What follows belongs to an exercise in optimizing a design on an open flow for small area, a short achievable clock period and few clock cycles per item; a production flow would make more cautious choices.
In this exercise RTL edits were held to simulation tests only and were not proved equivalent to the original.

north:
Design BoothRadix4, start of the top module:
module BoothRadix4 #(parameter N = 18)
(
    output wire [2*N-1:0] product,
    output wire           done,
    input wire [N-1:0]    mplier,
    input wire [N-1:0]    mcand,
    input wire            n_reset,
    input wire            start,
    input wire            clk
);
Settings: LEC_CHECK=0, ABC_AREA=1, CAP_MARGIN=20, CORE_MARGIN=2, CORE_UTILIZATION=40, PLACE_DENSITY=0.6, SETUP_SLACK_MARGIN=0.04, SLEW_MARGIN=20; clock period 3.5 ns.
standard.sh (not shown) runs the stock make flow with config.mk's settings and CLKGATE_MAP_FILE= SYNTH_SCRIPT=/design/flow/synth_recipe.tcl, a recipe that flattens the netlist after the stock synthesis.
==> flow/flow/run.sh <==
#!/bin/bash
# Own layout flow: the ORFS flow through standard.sh, with these changes:
#  - synthesis: synth_recipe.tcl and ORFS's synth.tcl, except that
#    (a) Yosys's synth runs with -noabc (as well as -nofsm -noshare), so its
#        quick ABC pass does not remap the adder logic before extract_fa, and
#    (b) the final ABC mapping runs flow/abc_own.script (plain technology
#        mapping, no ABC buffering or gate sizing; OpenROAD's resizer sizes and
#        buffers the netlist instead).
#    Registers, flattening and renaming are as in the standard synthesis;
#  - port buffers are plain sky130 buffers (buf_2) instead of the cell
#    buffer_ports picks by itself;
#  - flow/dt.tcl (before global routing) keeps the drivers of the register
#    enable net from being downsized by power recovery;
#  - extra ORFS make settings for the layout steps: MATCH_CELL_FOOTPRINT=0 RECOVER_POWER=50 GPL_TIMING_DRIVEN=0
# The full make output goes to standard.log in the work folder; ORFS's per-step
# logs (synthesis included) stay under orfs/logs/.
set -euo pipefail
sed "s#log_cmd abc {\*}\$abc_args#log_cmd abc {*}[lreplace \$abc_args 1 1 $PWD/flow/abc_own.script]#" "$FLOW_HOME/scripts/synth.tcl" > own_synth_core.tcl
grep -q abc_own.script own_synth_core.tcl
sed -e "s#source \$::env(SCRIPTS_DIR)/synth.tcl#source $PWD/own_synth_core.tcl#" -e "1s/-nofsm -noshare /-nofsm -noshare -noabc /" synth_recipe.tcl > own_synth.tcl
grep -q own_synth_core.tcl own_synth.tcl
grep -q -- "-noabc" own_synth.tcl
export BUFFER_PORTS_ARGS="-buffer_cell sky130_fd_sc_hd__buf_2"
if ! bash standard.sh SYNTH_SCRIPT=$PWD/own_synth.tcl PRE_GLOBAL_ROUTE_TCL=$PWD/flow/dt.tcl MATCH_CELL_FOOTPRINT=0 RECOVER_POWER=50 GPL_TIMING_DRIVEN=0 finish > standard.log 2>&1; then
  tail -40 standard.log
  exit 1
fi
tail -5 standard.log
==> flow/flow/abc_own.script <==
strash
dch
map -B 0.9
topo
==> flow/flow/dt.tcl <==
# Keep the drivers of the register enable net as repaired so far: power
# recovery must not downsize them (their fanout is every register).
set dt_cells {}
foreach pin [get_pins -hierarchical */DE] {
  set net [get_nets -of_objects $pin]
  foreach drv [get_pins -of_objects $net -filter "direction == output"] {
    lappend dt_cells [get_full_name [get_cells -of_objects $drv]]
  }
}
set dt_cells [lsort -unique $dt_cells]
puts "dont_touch on enable drivers: $dt_cells"
foreach c $dt_cells { set_dont_touch [get_cells $c] }
Every stage of north finished as expected; the final checks, on the other hand, flagged setup timing, which means the layout fails.
Testbench counts of north, summed over its fixed seeds: cycles 2,408, items 2,400.
Modified inputs, south compared to north
==> flow/flow/run.sh <==
#!/bin/bash
# Own layout flow: the ORFS flow through standard.sh, with these changes:
#  - synthesis: standard synthesis (synth_recipe.tcl unchanged);
#  - port buffers are plain sky130 buffers (buf_2) instead of the cell
#    buffer_ports picks by itself;
#  - extra ORFS make settings for the layout steps: MATCH_CELL_FOOTPRINT=0
# The full make output goes to standard.log in the work folder; ORFS's per-step
# logs stay under orfs/logs/.
set -euo pipefail
SYNTH=""

export BUFFER_PORTS_ARGS="-buffer_cell sky130_fd_sc_hd__buf_2"
if ! bash standard.sh $SYNTH MATCH_CELL_FOOTPRINT=0 finish > standard.log 2>&1; then
  tail -40 standard.log
  exit 1
fi
tail -5 standard.log
removed: flow/flow/abc_own.script
removed: flow/flow/dt.tcl
==> comparison <==
- south went all the way through the flow, and no timing, DRC or antenna check failed.
- NOTE: count of buffers not belonging to the clock network in the layout in south exceeds that of north
- Worst-case setup margin in the final layout: south vs north up 100 ps
- Relative to north, the final cell area reported for south is higher.
- What north reported for first-pass GRT wire length has to be multiplied by 1.07 to get the figure for south.
- Relative to north, south improves clock period minus worst slack.
Input-level comparison between east and south:
==> flow/flow/run.sh <==
#!/bin/bash
# Own layout flow: the ORFS flow through standard.sh, with these changes:
#  - synthesis: synth_recipe.tcl and ORFS's synth.tcl, except that
#    (a) Yosys's synth runs with -noabc (as well as -nofsm -noshare), so its
#        quick ABC pass does not remap the adder logic before extract_fa, and
#    (b) the final ABC mapping runs flow/abc_own.script (plain technology
#        mapping, no ABC buffering or gate sizing; OpenROAD's resizer sizes and
#        buffers the netlist instead).
#    Registers, flattening and renaming are as in the standard synthesis;
#  - port buffers are plain sky130 buffers (buf_2) instead of the cell
#    buffer_ports picks by itself;
#  - flow/dt.tcl (before global routing) keeps the drivers of the register
#    enable net from being downsized by power recovery;
#  - extra ORFS make settings for the layout steps: MATCH_CELL_FOOTPRINT=0 RECOVER_POWER=100
# The full make output goes to standard.log in the work folder; ORFS's per-step
# logs (synthesis included) stay under orfs/logs/.
set -euo pipefail
sed "s#log_cmd abc {\*}\$abc_args#log_cmd abc {*}[lreplace \$abc_args 1 1 $PWD/flow/abc_own.script]#" "$FLOW_HOME/scripts/synth.tcl" > own_synth_core.tcl
grep -q abc_own.script own_synth_core.tcl
sed -e "s#source \$::env(SCRIPTS_DIR)/synth.tcl#source $PWD/own_synth_core.tcl#" -e "1s/-nofsm -noshare /-nofsm -noshare -noabc /" synth_recipe.tcl > own_synth.tcl
grep -q own_synth_core.tcl own_synth.tcl
grep -q -- "-noabc" own_synth.tcl
export BUFFER_PORTS_ARGS="-buffer_cell sky130_fd_sc_hd__buf_2"
if ! bash standard.sh SYNTH_SCRIPT=$PWD/own_synth.tcl PRE_GLOBAL_ROUTE_TCL=$PWD/flow/dt.tcl MATCH_CELL_FOOTPRINT=0 RECOVER_POWER=100 finish > standard.log 2>&1; then
  tail -40 standard.log
  exit 1
fi
tail -5 standard.log
==> flow/flow/abc_own.script (new file) <==
strash
dch
map -B 0.9
topo
==> flow/flow/dt.tcl (new file) <==
# Keep the drivers of the register enable net as repaired so far: power
# recovery must not downsize them (their fanout is every register).
set dt_cells {}
foreach pin [get_pins -hierarchical */DE] {
  set net [get_nets -of_objects $pin]
  foreach drv [get_pins -of_objects $net -filter "direction == output"] {
    lappend dt_cells [get_full_name [get_cells -of_objects $drv]]
  }
}
set dt_cells [lsort -unique $dt_cells]
puts "dont_touch on enable drivers: $dt_cells"
foreach c $dt_cells { set_dont_touch [get_cells $c] }
Notes after the runs:
Measured against each other, south and east differ in number of inverters outside the clock class in the layout, the higher figure coming from south.
As far as number of clock-tree buffers in the layout goes, south and east are indistinguishable; the numbers are identical.
In the metrics for south and east, the one carrying the higher count of nets after finishing is south.
Compared with south, east shows a fraction of met3 tracks used by global routing that is 0.36 points lower.
On minimum clock period: between south and east, it ends up lower for east.
Between south and east, the share of synthesized cell area in full adder, half adder and majority cells is higher for east.
Pre-CTS setup slack in east vs south: down 110 ps
Min estimated wirelength of the detail-placed design across south and east: east
diff inputs: east => west
--- a/flow/flow/run.sh
+++ b/flow/flow/run.sh
@@ -11,5 +11,6 @@
 #    buffer_ports picks by itself;
 #  - flow/dt.tcl (before global routing) keeps the drivers of the register
-#    enable net from being downsized by power recovery;
+#    enable net from being downsized by power recovery; flow/undt.tcl lifts that
+#    again once global routing is done;
 #  - extra ORFS make settings for the layout steps: MATCH_CELL_FOOTPRINT=0 RECOVER_POWER=100
 # The full make output goes to standard.log in the work folder; ORFS's per-step
@@ -21,6 +22,8 @@
 grep -q own_synth_core.tcl own_synth.tcl
 grep -q -- "-noabc" own_synth.tcl
+# Clock tree: no dummy loads (CTS otherwise adds unused buffers only to balance it).
+export CTS_ARGS="-sink_clustering_enable -repair_clock_nets -dont_use_dummy_load"
 export BUFFER_PORTS_ARGS="-buffer_cell sky130_fd_sc_hd__buf_2"
-if ! bash standard.sh SYNTH_SCRIPT=$PWD/own_synth.tcl PRE_GLOBAL_ROUTE_TCL=$PWD/flow/dt.tcl MATCH_CELL_FOOTPRINT=0 RECOVER_POWER=100 finish > standard.log 2>&1; then
+if ! bash standard.sh SYNTH_SCRIPT=$PWD/own_synth.tcl PRE_GLOBAL_ROUTE_TCL=$PWD/flow/dt.tcl POST_GLOBAL_ROUTE_TCL=$PWD/flow/undt.tcl MATCH_CELL_FOOTPRINT=0 RECOVER_POWER=100 finish > standard.log 2>&1; then
   tail -40 standard.log
   exit 1
==> flow/flow/dt.tcl <==
# Keep the drivers of the register enable net as repaired so far: power
# recovery must not downsize them (their fanout is every register).
proc enable_drivers {} {
  set cells {}
  foreach pin [get_pins -hierarchical */DE] {
    set net [get_nets -of_objects $pin]
    foreach drv [get_pins -of_objects $net -filter "direction == output"] {
      lappend cells [get_full_name [get_cells -of_objects $drv]]
    }
  }
  return [lsort -unique $cells]
}
set ::dt_cells [enable_drivers]
puts "dont_touch on enable drivers: $::dt_cells"
foreach c $::dt_cells { set_dont_touch [get_cells $c] }
==> flow/flow/undt.tcl (new file) <==
# Lift the dont_touch that flow/dt.tcl set, now that power recovery is done,
# so later steps treat those cells like any other (power hookup included).
foreach c $::dt_cells { unset_dont_touch [get_cells $c] }
puts "dont_touch lifted: $::dt_cells"
--- a/flow/config.mk
+++ b/flow/config.mk
@@ -10,4 +10,5 @@
 export CORE_MARGIN = 2
 export CORE_UTILIZATION = 40
+export CTS_BUF_LIST = sky130_fd_sc_hd__clkbuf_8
 export PLACE_DENSITY = 0.6
 export SETUP_SLACK_MARGIN = 0.04
--- outcome ---
Diff east -> west | post-synthesis to final-layout area growth | decrease of 1.2 points. Per the comparison of west with east, final area now smaller; routed length on met3 saw a decrease.

-- separate check: timing with driven ports --
No port has a modelled driver above. Below, the same layouts with a new extraction and two added sets of constraints.
Step 1 sets driving cells, clkbuf_16 on the clock port and buf_2 on the other inputs (assumed; they add their load-dependent delay and slew).
Step 2, shift: input delay + t, output delay - t, t = (earliest + latest rising clock arrival at the registers) / 2. This alone moves slack from input paths to output paths.
a / b / c = ideal / step 1 / step 2; a / b = the first two.
run	shift t [ns]	setup slack, ns	worst setup path at the end	cell pins on the clock port's net
north	0.397	-0.058 / -0.157 / -0.554	input to register	1
south	0.401	0.046 / 0.000 / -0.248	input to register	1
east	0.392	0.065 / 0.065 / -0.324	input to register	1
west	0.387	0.045 / 0.051 / -0.336	input to register	1
Met with ideal ports but missed after step 2: setup timing in south, east and west. For north, which loses most, drivers alone change the setup slack by -0.099 ns; drivers and shift together by -0.496 ns.
